Background: an optimization exercise with open tools, aiming at small area. Do not read the settings as production practice.
Only simulation tests tie the RTL to the original design; equivalence was not proved.

**flow/run.sh**
```bash
#!/bin/bash
# synth_recipe.tcl (not shown) runs the flow's synth.tcl, then flattens the netlist and writes it again
# the make line also repeats each setting of config.mk as NAME=value (left out here)
make -C /OpenROAD-flow-scripts/flow DESIGN_CONFIG=/design/flow/config.mk WORK_HOME=/design/flow/orfs CLKGATE_MAP_FILE= SYNTH_SCRIPT=/design/flow/synth_recipe.tcl finish
```
**flow/design.v**
```verilog
`default_nettype none
module Delay_Line 
#(
    parameter       DEPTH           = 0, 
    parameter       WIDTH           = 0
) 
(
    /*verilator lint_off UNUSED*/
    input   wire                    clock,
    /*verilator lint_on UNUSED*/
    input   wire    [WIDTH-1:0]     in,
    output  reg     [WIDTH-1:0]     out
);
    localparam ZERO = {WIDTH{1'b0}};
    generate
        if (DEPTH == 0) begin
            always @(*) begin
                out = in;
            end
        end
        else begin
            integer i;
            reg [WIDTH-1:0] stage [DEPTH-1:0];
            always @(posedge clock) begin
                stage[0] <= in;
                for(i = 1; i < DEPTH; i = i + 1) begin
                    stage[i] <= stage[i-1];
                end
            end
            always @(*) begin
                out = stage[DEPTH-1];
            end
        end
    endgenerate
endmodule
`default_nettype none
module UpDown_Counter
#(
    parameter WORD_WIDTH      = 0,
    parameter INITIAL_COUNT   = 0   
)
(
    input   wire                        clock,
    input   wire                        up_down,         
    input   wire                        run,             
    input   wire                        wren,            
    input   wire    [WORD_WIDTH-1:0]    write_data,
    output  reg     [WORD_WIDTH-1:0]    count,
    output  reg     [WORD_WIDTH-1:0]    next_count       
);
    localparam ZERO         = {WORD_WIDTH{1'b0}};
    localparam ONE          = {{WORD_WIDTH-1{1'b0}},1'b1};
    localparam MINUS_ONE    = ~ZERO;
    reg [WORD_WIDTH-1:0] increment;
    always @(*) begin
        increment   = (up_down == 1'b1) ? ONE : MINUS_ONE;
        next_count  = (wren    == 1'b1) ? write_data : (count + increment);
    end
    always @(posedge clock) begin
        count <= ((run == 1'b1) || (wren == 1'b1)) ? next_count : count;
    end
endmodule
`default_nettype none
module Thread_Number
#(
    parameter   INITIAL_THREAD                  = 0,
    parameter   THREAD_COUNT                    = 0,
    parameter   THREAD_COUNT_WIDTH              = 0  
)
(
    input   wire                                clock,
    output  wire    [THREAD_COUNT_WIDTH-1:0]    current_thread,
    output  wire    [THREAD_COUNT_WIDTH-1:0]    next_thread
);
    localparam ZERO        = {THREAD_COUNT_WIDTH{1'b0}};
    localparam LAST_THREAD = THREAD_COUNT - 1;
    reg last_thread;
    always @(*) begin
        last_thread = (current_thread == LAST_THREAD [THREAD_COUNT_WIDTH-1:0]);
    end
    UpDown_Counter
    #(
        .WORD_WIDTH     (THREAD_COUNT_WIDTH),
        .INITIAL_COUNT  (INITIAL_THREAD)
    )
    Thread
    (
        .clock          (clock),
        .up_down        (1'b1),          
        .run            (1'b1),          
        .wren           (last_thread),   
        .write_data     (ZERO),
        .count          (current_thread),
        .next_count     (next_thread)
    );
endmodule
`default_nettype none
module RAM_SDP 
#(
    parameter       WORD_WIDTH          = 0,
    parameter       ADDR_WIDTH          = 0,
    parameter       DEPTH               = 0,
    parameter       RAMSTYLE            = "",
    parameter       READ_NEW_DATA       = 0,
    parameter       USE_INIT_FILE       = 0,
    parameter       INIT_FILE           = ""
)
(
    input  wire                         clock,
    input  wire                         wren,
    input  wire     [ADDR_WIDTH-1:0]    write_addr,
    input  wire     [WORD_WIDTH-1:0]    write_data,
    input  wire                         rden,
    input  wire     [ADDR_WIDTH-1:0]    read_addr, 
    output reg      [WORD_WIDTH-1:0]    read_data
);
    localparam ZERO = {WORD_WIDTH{1'b0}};
    reg [WORD_WIDTH-1:0] ram [DEPTH-1:0];
    generate
        if (READ_NEW_DATA == 0) begin
            always @(posedge clock) begin
                if(wren == 1'b1) begin
                    ram[write_addr] <= write_data;
                end
                if(rden == 1'b1) begin
                    read_data <= ram[read_addr];
                end
            end
        end
        /*verilator lint_off BLKSEQ*/
        else begin
            always @(posedge clock) begin
                if(wren == 1'b1) begin
                    ram[write_addr] = write_data;
                end
                if(rden == 1'b1) begin
                    read_data = ram[read_addr];
                end
            end
        end
        /*verilator lint_on BLKSEQ*/
    endgenerate
endmodule
`default_nettype none
module RAM_SDP_Multithreaded
#(
    parameter       WORD_WIDTH              = 0,
    parameter       ADDR_WIDTH              = 0,
    parameter       THREAD_DEPTH            = 0,  
    parameter       RAMSTYLE                = "",
    parameter       READ_NEW_DATA           = 0,
    parameter       USE_INIT_FILE           = 0,
    parameter       INIT_FILE               = "",
    parameter       THREAD_COUNT            = 0,
    parameter       THREAD_COUNT_WIDTH      = 0,
    parameter       INITIAL_THREAD_READ     = 0,
    parameter       INITIAL_THREAD_WRITE    = 0
)
(
    input  wire                             clock,
    input  wire                             wren,
    input  wire     [ADDR_WIDTH-1:0]        write_addr,
    input  wire     [WORD_WIDTH-1:0]        write_data,
    input  wire                             rden,
    input  wire     [ADDR_WIDTH-1:0]        read_addr, 
    output wire     [WORD_WIDTH-1:0]        read_data
);
    localparam RAM_ADDR_WIDTH = ADDR_WIDTH   + THREAD_COUNT_WIDTH;
    localparam RAM_DEPTH      = THREAD_DEPTH * THREAD_COUNT;
    localparam [THREAD_COUNT_WIDTH-1:0] READ_OFFSET = (INITIAL_THREAD_READ - INITIAL_THREAD_WRITE + THREAD_COUNT) % THREAD_COUNT;
    wire [THREAD_COUNT_WIDTH-1:0] write_thread;
    Thread_Number
    #(
        .INITIAL_THREAD     (INITIAL_THREAD_WRITE),
        .THREAD_COUNT       (THREAD_COUNT),
        .THREAD_COUNT_WIDTH (THREAD_COUNT_WIDTH)
    )
    TN_WRITE
    (
        .clock              (clock),
        .current_thread     (write_thread),
        /*verilator lint_off PINCONNECTEMPTY*/
        .next_thread        ()
        /*verilator lint_on PINCONNECTEMPTY*/
    );
    reg [THREAD_COUNT_WIDTH-1:0] read_thread;
    always @(*) begin
        read_thread = write_thread + READ_OFFSET;
    end
    reg [RAM_ADDR_WIDTH-1:0] ram_read_addr;
    reg [RAM_ADDR_WIDTH-1:0] ram_write_addr;
    always @(*) begin
        ram_read_addr   = {read_thread,  read_addr};
        ram_write_addr  = {write_thread, write_addr};
    end
    RAM_SDP
    #(
        .WORD_WIDTH     (WORD_WIDTH),
        .ADDR_WIDTH     (RAM_ADDR_WIDTH),
        .DEPTH          (RAM_DEPTH),
        .RAMSTYLE       (RAMSTYLE),
        .READ_NEW_DATA  (READ_NEW_DATA),
        .USE_INIT_FILE  (USE_INIT_FILE),
        .INIT_FILE      (INIT_FILE)
    )
    RAM
    (
        .clock          (clock),
        .wren           (wren),
        .write_addr     (ram_write_addr),
        .write_data     (write_data),
        .rden           (rden),
        .read_addr      (ram_read_addr), 
        .read_data      (read_data)
    );
endmodule
`default_nettype none
module Address_Range_Decoder_Static
#(
    parameter       ADDR_WIDTH          = 0,
    parameter       ADDR_BASE           = 0,
    parameter       ADDR_BOUND          = 0
)
(
    input   wire                        enable,
    input   wire    [ADDR_WIDTH-1:0]    addr,
    output  reg                         hit 
);
    localparam ADDR_COUNT = ADDR_BOUND - ADDR_BASE + 1;
    localparam COUNT_ZERO = {ADDR_COUNT{1'b0}};
    integer                     i;
    reg     [ADDR_COUNT-1:0]    per_addr_match;
    always @(*) begin
        for(i = ADDR_BASE; i <= ADDR_BOUND; i = i + 1) begin : addr_decode
            per_addr_match[i-ADDR_BASE] = (addr == i[ADDR_WIDTH-1:0]);
        end
    end
    reg hit_raw;
    always @(*) begin : is_hit
        hit_raw = | per_addr_match;
        hit     = hit_raw & enable;
    end 
endmodule
`default_nettype none
module Address_Range_Translator
#(
    parameter       ADDR_COUNT          = 0,
    parameter       ADDR_BASE           = 0,
    parameter       ADDR_WIDTH          = 0,
    parameter       REGISTERED          = 0
)
(
    /*verilator lint_off UNUSED*/
    input   wire                        clock,
    /*verilator lint_on UNUSED*/
    input   wire    [ADDR_WIDTH-1:0]    raw_address,
    output  reg     [ADDR_WIDTH-1:0]    translated_address
);
    reg     [ADDR_WIDTH-1:0]    cooked_address;
    generate
        if (REGISTERED == 1) begin
            always @(posedge clock) begin
                cooked_address <= raw_address;
            end
        end
        else begin
            always @(*) begin
                cooked_address = raw_address;
            end
        end
    endgenerate
    localparam ADDR_DEPTH = 2**ADDR_WIDTH;
    localparam [ADDR_WIDTH-1:0] BASE = ADDR_BASE[ADDR_WIDTH-1:0];
    reg [ADDR_WIDTH-1:0] offset;
    always @(*) begin
        offset             = cooked_address - BASE;
        translated_address = ({{32-ADDR_WIDTH{1'b0}}, offset} < ADDR_COUNT) ? offset : {ADDR_WIDTH{1'b0}};
    end
endmodule
`default_nettype none
module Memory_Mapper
#(
    parameter       ADDR_WIDTH              = 0,
    parameter       ADDR_BASE               = 0,
    parameter       ADDR_BOUND              = 0,
    parameter       ADDR_WIDTH_LSB          = 0,
    parameter       REGISTERED              = 0  
)
(
    input   wire                            clock,
    input   wire                            enable,
    input   wire    [ADDR_WIDTH-1:0]        addr,
    output  wire    [ADDR_WIDTH_LSB-1:0]    addr_translated_lsb,
    output  reg                             addr_valid
);
    localparam ADDR_COUNT    = ADDR_BOUND - ADDR_BASE + 1;
    localparam ADDR_BASE_LSB = ADDR_BASE [ADDR_WIDTH_LSB-1:0];
    Address_Range_Translator
    #(
        .ADDR_COUNT         (ADDR_COUNT),
        .ADDR_BASE          (ADDR_BASE_LSB),
        .ADDR_WIDTH         (ADDR_WIDTH_LSB),
        .REGISTERED         (REGISTERED)
    )
    ART
    (
        .clock              (clock),
        .raw_address        (addr [ADDR_WIDTH_LSB-1:0]),
        .translated_address (addr_translated_lsb)
    );
    wire addr_valid_raw;
    Address_Range_Decoder_Static
    #(
        .ADDR_WIDTH (ADDR_WIDTH),
        .ADDR_BASE  (ADDR_BASE),
        .ADDR_BOUND (ADDR_BOUND)
    )
    ARDS
    (
        .enable     (enable),
        .addr       (addr),
        .hit        (addr_valid_raw)
    );
    generate
        if (REGISTERED == 1'b1) begin
            always @(posedge clock) begin
                addr_valid <= addr_valid_raw;
            end
        end
        else begin
            always @(*) begin
                addr_valid = addr_valid_raw;
            end
        end
    endgenerate
endmodule
`default_nettype none
module Multiplier_Generic
#(
    parameter WORD_WIDTH                = 0,
    parameter PIPELINE_DEPTH            = 0
)
(
    input   wire                        clock,
    input   wire                        is_signed,
    input   wire    [WORD_WIDTH-1:0]    A,
    input   wire    [WORD_WIDTH-1:0]    B,
    output  wire    [WORD_WIDTH-1:0]    R_low,
    output  wire    [WORD_WIDTH-1:0]    R_high
);
    localparam OUTPUT_WIDTH = WORD_WIDTH * 2;
    localparam RESULT_ZERO  = {OUTPUT_WIDTH{1'b0}};
    reg [OUTPUT_WIDTH-1:0] result;
    always @(*) begin
        if (is_signed == 1'b1) begin
            result = $signed(A) * $signed(B);
        end
        else begin
            result = A * B;
        end
    end
    Delay_Line
    #(
        .DEPTH  (PIPELINE_DEPTH),
        .WIDTH  (OUTPUT_WIDTH)
    )
    pipeline_stages
    (
        .clock  (clock),
        .in     (result),
        .out    ({R_high, R_low})
    );
endmodule
`default_nettype none
module Multiplier_Pipeline
#(
    parameter WORD_WIDTH                    = 36,
    parameter CONFIG_ADDR                   = 4000,
    parameter CONFIG_ADDR_WIDTH             = 12,
    parameter THREAD_COUNT                  = 8,
    parameter RAMSTYLE                      = "MLAB"
)
(
    input   wire                            clock,
    input   wire    [CONFIG_ADDR_WIDTH-1:0] config_addr,
    input   wire                            config_signed,  
    input   wire                            config_enable,
    input   wire    [WORD_WIDTH-1:0]        A,
    input   wire                            A_wren,
    input   wire    [WORD_WIDTH-1:0]        B,
    input   wire                            B_wren,
    output  wire    [WORD_WIDTH-1:0]        R_low,
    output  wire    [WORD_WIDTH-1:0]        R_high
);
function integer clog2;
    input integer value;
    begin
        value = value - 1;
        for (clog2 = 0; value > 0; clog2 = clog2 + 1) begin
            value = value >> 1;
        end
    end
endfunction
    localparam THREAD_COUNT_WIDTH   = clog2(THREAD_COUNT);
    localparam WORD_ZERO            = {WORD_WIDTH{1'b0}};
    localparam DELAY_DEPTH          = THREAD_COUNT / 2;      
    wire config_index;
    wire config_valid;
    Memory_Mapper
    #(
        .ADDR_WIDTH             (CONFIG_ADDR_WIDTH),
        .ADDR_BASE              (CONFIG_ADDR),
        .ADDR_BOUND             (CONFIG_ADDR),
        .ADDR_WIDTH_LSB         (1),
        .REGISTERED             (0)              
    )
    config_address
    (
        .clock                  (clock),         
        .enable                 (config_enable),
        .addr                   (config_addr),
        .addr_translated_lsb    (config_index),
        .addr_valid             (config_valid)
    );
    wire is_signed;
    RAM_SDP_Multithreaded
    #(
        .WORD_WIDTH             (1),
        .ADDR_WIDTH             (1),
        .THREAD_DEPTH           (2),
        .RAMSTYLE               ("logic"),
        .READ_NEW_DATA          (0),
        .USE_INIT_FILE          (0),
        .INIT_FILE              (),
        .THREAD_COUNT           (THREAD_COUNT),
        .THREAD_COUNT_WIDTH     (THREAD_COUNT_WIDTH),
        .INITIAL_THREAD_READ    (THREAD_COUNT-1),
        .INITIAL_THREAD_WRITE   (0)
    )
    config_data
    (
        .clock                  (clock),
        .wren                   (config_valid),
        .write_addr             (config_index),
        .write_data             (config_signed),
        .rden                   (1'b1),
        .read_addr              (1'b0),
        .read_data              (is_signed)
    );
    wire [WORD_WIDTH-1:0] A_latched;
    RAM_SDP_Multithreaded
    #(
        .WORD_WIDTH             (WORD_WIDTH),
        .ADDR_WIDTH             (1),
        .THREAD_DEPTH           (2),
        .RAMSTYLE               (RAMSTYLE),
        .READ_NEW_DATA          (0),
        .USE_INIT_FILE          (0),
        .INIT_FILE              (),
        .THREAD_COUNT           (THREAD_COUNT),
        .THREAD_COUNT_WIDTH     (THREAD_COUNT_WIDTH),
        .INITIAL_THREAD_READ    (THREAD_COUNT-1),
        .INITIAL_THREAD_WRITE   (0)
    )
    A_Latch
    (
        .clock                  (clock),
        .wren                   (A_wren),
        .write_addr             (1'b0),
        .write_data             (A),
        .rden                   (1'b1),
        .read_addr              (1'b0),
        .read_data              (A_latched)
    );
    wire [WORD_WIDTH-1:0] B_latched;
    RAM_SDP_Multithreaded
    #(
        .WORD_WIDTH             (WORD_WIDTH),
        .ADDR_WIDTH             (1),
        .THREAD_DEPTH           (2),
        .RAMSTYLE               (RAMSTYLE),
        .READ_NEW_DATA          (0),
        .USE_INIT_FILE          (0),
        .INIT_FILE              (),
        .THREAD_COUNT           (THREAD_COUNT),
        .THREAD_COUNT_WIDTH     (THREAD_COUNT_WIDTH),
        .INITIAL_THREAD_READ    (THREAD_COUNT-1),
        .INITIAL_THREAD_WRITE   (0)
    )
    B_Latch
    (
        .clock                  (clock),
        .wren                   (B_wren),
        .write_addr             (1'b0),
        .write_data             (B),
        .rden                   (1'b1),
        .read_addr              (1'b0),
        .read_data              (B_latched)
    );
    localparam INPUT_LATCH_DELAY = 2;
    localparam INPUT_DELAY_DEPTH = DELAY_DEPTH - INPUT_LATCH_DELAY;
    localparam INPUT_DELAY_WIDTH = WORD_WIDTH + WORD_WIDTH + 1;
    wire [WORD_WIDTH-1:0] A_input;
    wire [WORD_WIDTH-1:0] B_input;
    wire                  is_signed_input;
    Delay_Line
    #(
        .DEPTH  (INPUT_DELAY_DEPTH), 
        .WIDTH  (INPUT_DELAY_WIDTH)
    ) 
    input_operands_control
    (
        .clock  (clock),
        .in     ({A_latched, B_latched, is_signed}),
        .out    ({A_input,   B_input,   is_signed_input})
    );
    wire [WORD_WIDTH-1:0] R_low_internal;
    wire [WORD_WIDTH-1:0] R_high_internal;
        Multiplier_Generic
        #(
            .WORD_WIDTH             (WORD_WIDTH),
            .PIPELINE_DEPTH         (0)
        )
        Multiplier
        (
            .clock                  (clock),
            .is_signed              (is_signed_input),
            .A                      (A_input),
            .B                      (B_input),
            .R_low                  (R_low_internal),
            .R_high                 (R_high_internal)
        );
    localparam OUTPUT_DELAY_DEPTH = DELAY_DEPTH;
    localparam OUTPUT_DELAY_WIDTH = WORD_WIDTH + WORD_WIDTH;
    Delay_Line 
    #(
        .DEPTH  (OUTPUT_DELAY_DEPTH), 
        .WIDTH  (OUTPUT_DELAY_WIDTH)
    ) 
    output_results
    (
        .clock  (clock),
        .in     ({R_high_internal, R_low_internal}),
        .out    ({R_high,          R_low})
    );
endmodule
function integer clog2;
    input integer value;
    begin
        value = value - 1;
        for (clog2 = 0; value > 0; clog2 = clog2 + 1) begin
            value = value >> 1;
        end
    end
endfunction
```
**flow/config.mk**
```make
export PLATFORM = sky130hd
export DESIGN_NAME = Multiplier_Pipeline
export DESIGN_NICKNAME = Multiplier_Pipeline
export VERILOG_FILES = /design/flow/design.v
export SDC_FILE = /design/flow/constraint.sdc
export NUM_CORES = 4
export LEC_CHECK = 0
export CAP_MARGIN = 20
export CORE_MARGIN = 2
export CORE_UTILIZATION = 40
export SLEW_MARGIN = 20
```
**flow/constraint.sdc**
```tcl
create_clock -name core_clock -period 8.5 [get_ports {clock}]
set_input_delay 1.7000 -clock core_clock [delete_from_list [all_inputs] [get_ports {clock}]]
set_output_delay 1.7000 -clock core_clock [all_outputs]
set_load 0.01 [all_outputs]
```
==> impl_metrics.csv, run 1 <==
group,metric,value,unit
sta,setup_slack,0.3046,ns
floorplan,coreArea,234700,um2
sta,slew_headroom,27.01,%
global_routing,track_usage,20.67,%
floorplan,io_pins,161,
global_routing,antenna_found_initial,29,
global_routing,grt_pass1_wl,377.8,mm
sta,finalCritPeriodShare,96.42,%
clock_network,insertion_delay,0.80,ns
synth,syn_inst,8244,
detailed_routing,wl,240.5,mm
detailed_routing,ant_nets,0,
setup_path,cp_data_arrival_time,8.80,ns
setup_path,cp-endpoint,"output_results.genblk1.stage[0][70]",
setup_path,cp-startpoint,"input_operands_control.genblk1.stage[1][9]",
clock_network,root_buffer,"clkbuf_16",
detailed_routing,drt_iter0_drc,3916,
clock_network,cts.clk_slew.worst_paths,0.06,ns
global_routing,gr-total-overflow,0,
sta,fmax,122.0,MHz
synth,synth_area,94220,um2
placement,place_congestion,0.9641,
placement,placed_cells,11440,
global_routing,grt_pass1_vias,63410,
cells_and_area,nFillCells,21690,
min_path,hp-class,"flip-flop to flip-flop",
clock_network,cts.sinks,1100,
sta,setup_viol,0,
cells_and_area,final_nets,10660,
cells_and_area,most-common-layout-cells,"1912 x inv_1, 1731 x fa_1, 859 x nand2_1",
setup_path,cp-start-kind,"flip-flop",
synth,ys.flop_type,"edfxtp_1",
floorplan,dieArea,239400,um2
detailed_routing,drc_errors,0,
flow_run,drv_cap,0,
clock_network,clk_path_buf_depth,3,
synth,yosysWarnings,15,
sta,report.final.slew_viol_count,0,
sta,setup_tns,0,ns
setup_path,worst_r2r_path_depth,23,
detailed_routing,wire_per_inst,20.60,um
setup_path,critPathMaxFanout,12,
clock_network,cts_inserted_buffers,114,
floorplan,die-height,489.3,um
synth,synth_seq_area_share,29.58,%
cells_and_area,final_cells,11670,
setup_path,required,9.10,ns
cells_and_area,area_growth,11.56,%
cells_and_area,drive_gt1_share,9.672,%
synth,async_flop_share,0,%
detailed_routing,dr.pass1.iters,6,
clock_network,htree_levels,3,
sta,tightestPinTransition,1.087,ns
placement,place_ws,-0.04286,ns
sta,hold_viol,0,
setup_path,r2r-end,"output_results.genblk1.stage[0][70]",
clock_network,tritoncts,"done",
floorplan,std_cell_rows,178,
sta,period_needed,8.195,ns
floorplan,start_util,40.14,%
detailed_routing,vias,57430,
sta,finClkSkew,0.1122,ns
setup_path,reg2reg_slack,0.30,ns
placement,dp_hpwl,197.0,mm
global_routing,grt_max_degree,58,
run_status,status,"timing/DRC/antenna clean",
floorplan,die_w,489.3,um
detailed_routing,via_per_inst,4.920,
synth,synth_edf_count,584,
synth,yosys_register_bits,1100,
cells_and_area,layout_commonest_cell,"inv_1",
setup_path,endpoint_kind,"flip-flop",
setup_path,timing.rr.start,"input_operands_control.genblk1.stage[1][9]",
setup_path,path_class,"flip-flop to flip-flop",
synth,synth_nets,10490,
synth,avgSynthCellArea,11.43,um2
placement,port_buffers,160,
synth,ys_types,81,
## final cells by class
cell class / instances / area, um2 / area share [%]
Tap cell: 3150 / 3941 / 3.750
Clock inverter: 55 / 610.6 / 0.5809
Inverter: 1914 / 7188 / 6.839
Multi-Input combinational cell: 4844 / 58010 / 55.19
Timing Repair Buffer: 443 / 4081 / 3.883
Clock buffer: 163 / 3341 / 3.178
Sequential cell: 1100 / 27930 / 26.57
Antenna cell: 4 / 10.01 / 0.009523
## metrics by stage
step	hold WS [ns]	utilization (%)	cell area, um2
finish	0.2628	44.78	105100
floorplan	0.3096	-	94220
global route	0.2701	44.77	105100
detailed placement	0.3121	42.92	100700
CTS	0.2687	44.61	104700
global placement	0.3096	42.92	100700
## worst max-delay path, cell delays in order (launching register included)
cell,delay (ns)
dfxtp_1,0.52
buf_4,0.26
and2_1,0.20
fa_1,0.47
fa_1,0.51
fa_2,0.62
clkinvlp_4,0.17
buf_4,0.19
fa_1,0.48
inv_1,0.27
fa_1,0.50
fa_1,0.58
fa_1,0.45
fa_1,0.48
ha_1,0.39
nor2b_1,0.17
o21ai_0,0.19
nand2b_1,0.16
or3_1,0.40
o21a_2,0.26
a31o_1,0.26
a41oi_2,0.22
xor2_1,0.17
mux2i_1,0.10
## per-layer routing
| layer | track usage, % | vias to the layer above | part of all wire (%) |
|---|---|---|---|
| met4 | 4.970 | 42 | 2.1 |
| met2 | 31.16 | 1770 | 43 |
| met5 | 0.4227 | - | 0.16 |
| li1 | - | 25370 | - |
| met1 | 29.69 | 29940 | 45 |
| met3 | 5.463 | 304 | 8.9 |
## timing repair
action / 4_1_cts / 5_1_grt
gates resized for setup: 6 / 109
endpoints found under the hold margin: 0 / 0
setup endpoints to repair: 8 / 27
pin swaps: 0 / 16
hold buffers: 0 / 0
buffers inserted: 0 / 7
## Yosys cell counts (19+ instances only)
library cell,instances,area share [%]
a21o_1,81,0.65
a21oi_1,187,0.99
and2_1,598,4.0
and3_1,19,0.13
clkbuf_1,356,1.4
dfxtp_1,516,11
edfxtp_1,584,19
fa_1,1740,37
ha_1,418,5.6
inv_1,1914,7.6
mux2_2,76,0.91
mux4_2,146,3.5
nand2_1,859,3.4
nand2b_1,19,0.13
nand3_1,30,0.16
nand4_1,35,0.23
nor2_1,99,0.39
nor2b_1,55,0.37
nor3_1,31,0.16
o21ai_0,98,0.52
o21bai_1,25,0.20
xnor2_1,93,0.86
xor2_1,61,0.57
## worst min-delay path by stage
stage / start / to / depth (start not counted) / slack [ns]
global route: output_results.genblk1.stage[0][33] / output_results.genblk1.stage[1][33] / 0 / 0.27
global placement: config_data.RAM.read_data / input_operands_control.genblk1.stage[0][0] / 0 / 0.31
detailed placement: B_Latch.RAM.read_data[28] / input_operands_control.genblk1.stage[0][29] / 0 / 0.31
finish: output_results.genblk1.stage[0][33] / output_results.genblk1.stage[1][33] / 0 / 0.26
CTS: input_operands_control.genblk1.stage[0][35] / input_operands_control.genblk1.stage[1][35] / 0 / 0.27
floorplan: config_data.RAM.read_data / input_operands_control.genblk1.stage[0][0] / 0 / 0.31
## registers in the layout, summed over array words and instances (netlist names)
register	flops
A_Latch.RAM.ram	288
A_Latch.RAM.read_data	36
A_Latch.TN_WRITE.Thread.count	3
B_Latch.RAM.ram	288
B_Latch.RAM.read_data	36
B_Latch.TN_WRITE.Thread.count	3
config_data.RAM.ram	8
config_data.RAM.read_data	1
config_data.TN_WRITE.Thread.count	3
input_operands_control.genblk1.stage	146
output_results.genblk1.stage	288
## kinds of logic (layout without fill, tap and decap cells)
logic type      after synthesis  count (layout)  synth area share (%)
fa+ha+maj                  2158            2158                 42.52
compound gates              531             531                 3.624
simple gates               1769            1769                 9.139
other cells                   0               4                     0
mux                         232             232                 4.506
flops                      1100            1100                 29.58
xor+xnor                    154             154                 1.432
buf+inv                    2300            2575                 9.200
==> run 2: changes to the inputs <==
--- a/flow/design.v
+++ b/flow/design.v
@@ -351,13 +351,11 @@
     localparam OUTPUT_WIDTH = WORD_WIDTH * 2;
     localparam RESULT_ZERO  = {OUTPUT_WIDTH{1'b0}};
     reg [OUTPUT_WIDTH-1:0] result;
+    wire signed [WORD_WIDTH:0] A_ext = {is_signed & A[WORD_WIDTH-1], A};
+    wire signed [WORD_WIDTH:0] B_ext = {is_signed & B[WORD_WIDTH-1], B};
+    wire signed [2*WORD_WIDTH+1:0] product = A_ext * B_ext;
     always @(*) begin
-        if (is_signed == 1'b1) begin
-            result = $signed(A) * $signed(B);
-        end
-        else begin
-            result = A * B;
-        end
+        result = product[OUTPUT_WIDTH-1:0];
     end
     Delay_Line
     #(
@@ -392,156 +390,37 @@
     output  wire    [WORD_WIDTH-1:0]        R_low,
     output  wire    [WORD_WIDTH-1:0]        R_high
 );
-function integer clog2;
-    input integer value;
-    begin
-        value = value - 1;
-        for (clog2 = 0; value > 0; clog2 = clog2 + 1) begin
-            value = value >> 1;
+    wire config_write = config_enable & (config_addr == CONFIG_ADDR[CONFIG_ADDR_WIDTH-1:0]);
+    reg [WORD_WIDTH-1:0] ring_A [THREAD_COUNT-1:0];
+    reg [WORD_WIDTH-1:0] ring_B [THREAD_COUNT-1:0];
+    reg                  ring_S [THREAD_COUNT-1:0];
+    integer i;
+    always @(posedge clock) begin
+        ring_A[0] <= ring_A[THREAD_COUNT-1];
+        ring_B[0] <= ring_B[THREAD_COUNT-1];
+        ring_S[0] <= ring_S[THREAD_COUNT-1];
+        ring_A[1] <= A_wren       ? A             : ring_A[0];
+        ring_B[1] <= B_wren       ? B             : ring_B[0];
+        ring_S[1] <= config_write ? config_signed : ring_S[0];
+        for (i = 2; i < THREAD_COUNT; i = i + 1) begin
+            ring_A[i] <= ring_A[i-1];
+            ring_B[i] <= ring_B[i-1];
+            ring_S[i] <= ring_S[i-1];
         end
     end
-endfunction
-    localparam THREAD_COUNT_WIDTH   = clog2(THREAD_COUNT);
-    localparam WORD_ZERO            = {WORD_WIDTH{1'b0}};
-    localparam DELAY_DEPTH          = THREAD_COUNT / 2;      
-    wire config_index;
-    wire config_valid;
-    Memory_Mapper
-    #(
-        .ADDR_WIDTH             (CONFIG_ADDR_WIDTH),
-        .ADDR_BASE              (CONFIG_ADDR),
-        .ADDR_BOUND             (CONFIG_ADDR),
-        .ADDR_WIDTH_LSB         (1),
-        .REGISTERED             (0)              
-    )
-    config_address
-    (
-        .clock                  (clock),         
-        .enable                 (config_enable),
-        .addr                   (config_addr),
-        .addr_translated_lsb    (config_index),
-        .addr_valid             (config_valid)
-    );
-    wire is_signed;
-    RAM_SDP_Multithreaded
-    #(
-        .WORD_WIDTH             (1),
-        .ADDR_WIDTH             (1),
-        .THREAD_DEPTH           (2),
-        .RAMSTYLE               ("logic"),
-        .READ_NEW_DATA          (0),
-        .USE_INIT_FILE          (0),
-        .INIT_FILE              (),
-        .THREAD_COUNT           (THREAD_COUNT),
-        .THREAD_COUNT_WIDTH     (THREAD_COUNT_WIDTH),
-        .INITIAL_THREAD_READ    (THREAD_COUNT-1),
-        .INITIAL_THREAD_WRITE   (0)
-    )
-    config_data
-    (
-        .clock                  (clock),
-        .wren                   (config_valid),
-        .write_addr             (config_index),
-        .write_data             (config_signed),
-        .rden                   (1'b1),
-        .read_addr              (1'b0),
-        .read_data              (is_signed)
-    );
-    wire [WORD_WIDTH-1:0] A_latched;
-    RAM_SDP_Multithreaded
+    Multiplier_Generic
     #(
         .WORD_WIDTH             (WORD_WIDTH),
-        .ADDR_WIDTH             (1),
-        .THREAD_DEPTH           (2),
-        .RAMSTYLE               (RAMSTYLE),
-        .READ_NEW_DATA          (0),
-        .USE_INIT_FILE          (0),
-        .INIT_FILE              (),
-        .THREAD_COUNT           (THREAD_COUNT),
-        .THREAD_COUNT_WIDTH     (THREAD_COUNT_WIDTH),
-        .INITIAL_THREAD_READ    (THREAD_COUNT-1),
-        .INITIAL_THREAD_WRITE   (0)
+        .PIPELINE_DEPTH         (0)
     )
-    A_Latch
+    Multiplier
     (
         .clock                  (clock),
-        .wren                   (A_wren),
-        .write_addr             (1'b0),
-        .write_data             (A),
-        .rden                   (1'b1),
-        .read_addr              (1'b0),
-        .read_data              (A_latched)
-    );
-    wire [WORD_WIDTH-1:0] B_latched;
-    RAM_SDP_Multithreaded
-    #(
-        .WORD_WIDTH             (WORD_WIDTH),
-        .ADDR_WIDTH             (1),
-        .THREAD_DEPTH           (2),
-        .RAMSTYLE               (RAMSTYLE),
-        .READ_NEW_DATA          (0),
-        .USE_INIT_FILE          (0),
-        .INIT_FILE              (),
-        .THREAD_COUNT           (THREAD_COUNT),
-        .THREAD_COUNT_WIDTH     (THREAD_COUNT_WIDTH),
-        .INITIAL_THREAD_READ    (THREAD_COUNT-1),
-        .INITIAL_THREAD_WRITE   (0)
-    )
-    B_Latch
-    (
-        .clock                  (clock),
-        .wren                   (B_wren),
-        .write_addr             (1'b0),
-        .write_data             (B),
-        .rden                   (1'b1),
-        .read_addr              (1'b0),
-        .read_data              (B_latched)
-    );
-    localparam INPUT_LATCH_DELAY = 2;
-    localparam INPUT_DELAY_DEPTH = DELAY_DEPTH - INPUT_LATCH_DELAY;
-    localparam INPUT_DELAY_WIDTH = WORD_WIDTH + WORD_WIDTH + 1;
-    wire [WORD_WIDTH-1:0] A_input;
-    wire [WORD_WIDTH-1:0] B_input;
-    wire                  is_signed_input;
-    Delay_Line
-    #(
-        .DEPTH  (INPUT_DELAY_DEPTH), 
-        .WIDTH  (INPUT_DELAY_WIDTH)
-    ) 
-    input_operands_control
-    (
-        .clock  (clock),
-        .in     ({A_latched, B_latched, is_signed}),
-        .out    ({A_input,   B_input,   is_signed_input})
-    );
-    wire [WORD_WIDTH-1:0] R_low_internal;
-    wire [WORD_WIDTH-1:0] R_high_internal;
-        Multiplier_Generic
-        #(
-            .WORD_WIDTH             (WORD_WIDTH),
-            .PIPELINE_DEPTH         (0)
-        )
-        Multiplier
-        (
-            .clock                  (clock),
-            .is_signed              (is_signed_input),
-            .A                      (A_input),
-            .B                      (B_input),
-            .R_low                  (R_low_internal),
-            .R_high                 (R_high_internal)
-        );
-    localparam OUTPUT_DELAY_DEPTH = DELAY_DEPTH;
-    localparam OUTPUT_DELAY_WIDTH = WORD_WIDTH + WORD_WIDTH;
-    Delay_Line 
-    #(
-        .DEPTH  (OUTPUT_DELAY_DEPTH), 
-        .WIDTH  (OUTPUT_DELAY_WIDTH)
-    ) 
-    output_results
-    (
-        .clock  (clock),
-        .in     ({R_high_internal, R_low_internal}),
-        .out    ({R_high,          R_low})
+        .is_signed              (ring_S[0]),
+        .A                      (ring_A[0]),
+        .B                      (ring_B[0]),
+        .R_low                  (R_low),
+        .R_high                 (R_high)
     );
 endmodule
 function integer clog2;
==> run 2 against run 1 <==
The layout now fails its checks (negative setup slack). Via count down 29%. Non-clock buffer count grew 563. Critical endpoint is now R_high[35]. Register-to-register slack better by 6.9 ns. Maximum frequency decreased by 18%. Flip-flop and latch count down 516. Worst hold slack better by 0.023 ns. Critical path type is now flip-flop to output pin. Global-route usage grew 1.7 points. Highest routed layer unchanged. Utilization grew 5.8 points. First-iteration DRC count decreased by 48%.
==> impl_metrics.csv, run 2 <==
group,metric,value,unit
placement,place_ws,-1.953,ns
run_status,violations,"negative setup slack",
floorplan,die-height,389.2,um
setup_path,cpLargestDelayFamily,"adder cells",
cells_and_area,nFillCells,13250,
global_routing,grt_pass1_wl,259.5,mm
placement,port_buffers,160,
sta,fmax,99.60,MHz
synth,syn_inst,5810,
setup_path,path_class,"flip-flop to output pin",
floorplan,start_util,40.23,%
floorplan,std_cell_rows,141,
global_routing,gr-total-overflow,0,
synth,ys.flop_type,"dfxtp_1",
sta,hold_viol,0,
synth,ys_top_cells_by_area,"fa_1 48%, dfxtp_1 20%, inv_1 8.5%",
synth,async_flop_share,0,%
global_routing,grt_max_degree,39,
cells_and_area,top_regs,"ring_A: 288 flops, ring_B: 288 flops, ring_S: 8 flops",
clock_network,cts.sinks,584,
synth,synth_nets,7558,
sta,period_needed,10.04,ns
clock_network,tritoncts,"done",
setup_path,cp_data_arrival_time,8.34,ns
setup_path,cp_slowest_cell,"fa_2",
sta,setup_slack,-1.540,ns
synth,synth_top_area_share,48.34,%
clock_network,cts_inserted_buffers,55,
cells_and_area,final_nets,8293,
detailed_routing,dr.pass1.iters,5,
flow_run,drv_cap,0,
cells_and_area,layout_commonest_cell,"fa_1",
detailed_routing,via_per_inst,4.798,
sta,slew_headroom,28.18,%
cells_and_area,n_antenna_cell,0,
detailed_routing,wire_per_inst,19.27,um
synth,synth_commonest_cells,"1433 x fa_1, 1336 x inv_1, 1030 x nand2_1",
sta,finClkSkew,0.06304,ns
cells_and_area,area_growth,25.59,%
sta,setup_viol,55,
clock_network,insertion_delay,0.62,ns
global_routing,track_usage,22.42,%
setup_path,cp-start-kind,"flip-flop",
sta,finalCritPeriodShare,118.1,%
setup_path,crit_path_max_incr_delay,0.58,ns
setup_path,critPathMaxFanout,6,
sta,tightestPinTransition,1.077,ns
cells_and_area,fin_util,50.53,%
placement,dp_hpwl,134.3,mm
setup_path,crit_buf_inv,6,
min_path,hp-class,"flip-flop to flip-flop",
clock_network,htree_levels,2,
detailed_routing,drc_errors,0,
cells_and_area,most-common-layout-cells,"1353 x fa_1, 1261 x inv_1, 983 x nand2_1",
global_routing,antenna_found_initial,4,
detailed_routing,ant_nets,0,
setup_path,required,6.80,ns
setup_path,endpoint_kind,"output pin",
placement,placed_cells,8243,
floorplan,dieArea,151400,um2
detailed_routing,drt_iter0_drc,2039,
sta,setup_tns,-54.84,ns
min_path,whs_path_depth,0,
clock_network,cts_hold_buf,0,
placement,place_congestion,0.9108,
synth,ys_types,63,
run_status,status,"finished with violations",
synth,synth_seq_area_share,19.70,%
setup_path,worst_r2r_path_depth,5,
floorplan,die_w,389.2,um
setup_path,cp_num_cells,26,
sta,rsz0062_at_grt,"true",
setup_path,crit_top_cell,"fa_1",
cells_and_area,final_cells,8521,
floorplan,coreArea,147500,um2
cells_and_area,drive_gt1_share,23.58,%
detailed_routing,wl,164.2,mm
clock_network,root_buffer,"clkbuf_16",
clock_network,cts.clk_slew.worst_paths,0.07,ns
synth,yosysWarnings,9,
floorplan,io_pins,161,
synth,yosys.area.top_type,"fa_1",
synth,synth_edf_count,0,
detailed_routing,vias,40890,
global_routing,grt_pass1_vias,46260,
synth,avgSynthCellArea,10.21,um2
synth,yosysMostFrequentCell,"fa_1",
synth,synth_area,59340,um2
synth,yosys_register_bits,584,
sta,report.final.slew_viol_count,0,
clock_network,clk_path_buf_depth,3,
[run 2: cell count changes in the layout (fill, tap and decap cells not counted), moves of 115 or more]
cell	before	now
inv_1	1912	1261
edfxtp_1	584	0
fa_1	1731	1353
buf_4	241	603
and2_1	597	319
ha_1	409	185
mux4_2	146	0
a21oi_1	184	40
nand2_1	859	983
buf_6	16	131
[run 2: cell type report]
cell class | count | area [um2] | share of cell area (%)
clock buffers | 75 | 1612 | 2.162
clock inverters | 28 | 349.1 | 0.4684
inverters | 1336 | 5035 | 6.756
multi-input cells | 3562 | 43520 | 58.40
flip-flops and latches | 584 | 11810 | 15.85
well taps | 1930 | 2415 | 3.240
repair buffers | 1006 | 9781 | 13.12
[run 2: worst paths after layout]
| kind | end | start | slack (ns) |
|---|---|---|---|
| hold reg to reg | ring_B[6][34] | ring_B[5][34] | 0.29 |
| setup / recovery | R_high[35] | ring_A[0][15] | -1.54 |
| hold / removal | ring_B[6][34] | ring_B[5][34] | 0.29 |
| setup reg to reg | ring_A[1][22] | ring_A[0][22] | 7.18 |
[run 2: per-stage QoR]
stage	area [um2]	hold slack (ns)
finish	74520	0.2862
global route	74520	0.2904
CTS	73210	0.2899
detailed placement	68610	0.3120
global placement	68610	0.3097
floorplan	60190	0.3095
[run 2: repair_timing]
| item | in CTS | in global routing |
|---|---|---|
| resized for setup | 694 | 251 |
| gates cloned | 8 | 2 |
| setup endpoints to repair | 58 | 60 |
| setup buffers | 103 | 86 |
| pin swaps | 186 | 206 |
| endpoints found under the hold margin | 0 | 0 |
[run 2: logic make-up (layout without fill, tap and decap cells)]
group | after synthesis | count (layout) | synth area share, %
buffers and inverters | 1664 | 2445 | 10.55
AOI/OAI and AO/OA | 219 | 219 | 2.473
DFF | 584 | 584 | 19.70
xor gates and xnor gates | 89 | 89 | 1.314
and+or+nand+nor | 1522 | 1522 | 11.46
adders and majority gates | 1659 | 1659 | 53.11
muxes | 73 | 73 | 1.385
[run 2: per-layer routing]
metal  track usage (%)  vias up  wire length (um)
met3             2.425      397              8128
li1                  -    18050                 -
met5                 0        -                26
met4             11.62        4             10550
met2             40.23     1249             83630
met1             26.46    21190             61850

-- re-timing with driven ports --
Ports are ideal in the flow. The routed layouts listed here were re-timed in OpenROAD. Step 1 assumes that a clkbuf_16 drives the clock port and a buf_2 every other input. Step 2 moves the port delays by t, midway between the first and last clock arrival at a register: inputs arrive t later, outputs are due t later. That takes back most of the time a late clock gives input paths. Slacks: ideal / step 1 / step 2; pairs: ideal / step 1.
| run | t (ns) | slack for setup (ns) | worst setup path after step 2 | latest minus earliest clock arrival (ns) | slew at the worst register clock pin (ns) |
|---|---|---|---|---|---|
| run 1 | 0.835 | 0.305 / 0.305 / 0.305 | register to register | 0.112 / 0.112 | 0.08 / 0.08 |
| run 2 | 0.654 | -1.540 / -1.605 / -0.951 | register to output | 0.073 / 0.074 | 0.07 / 0.07 |
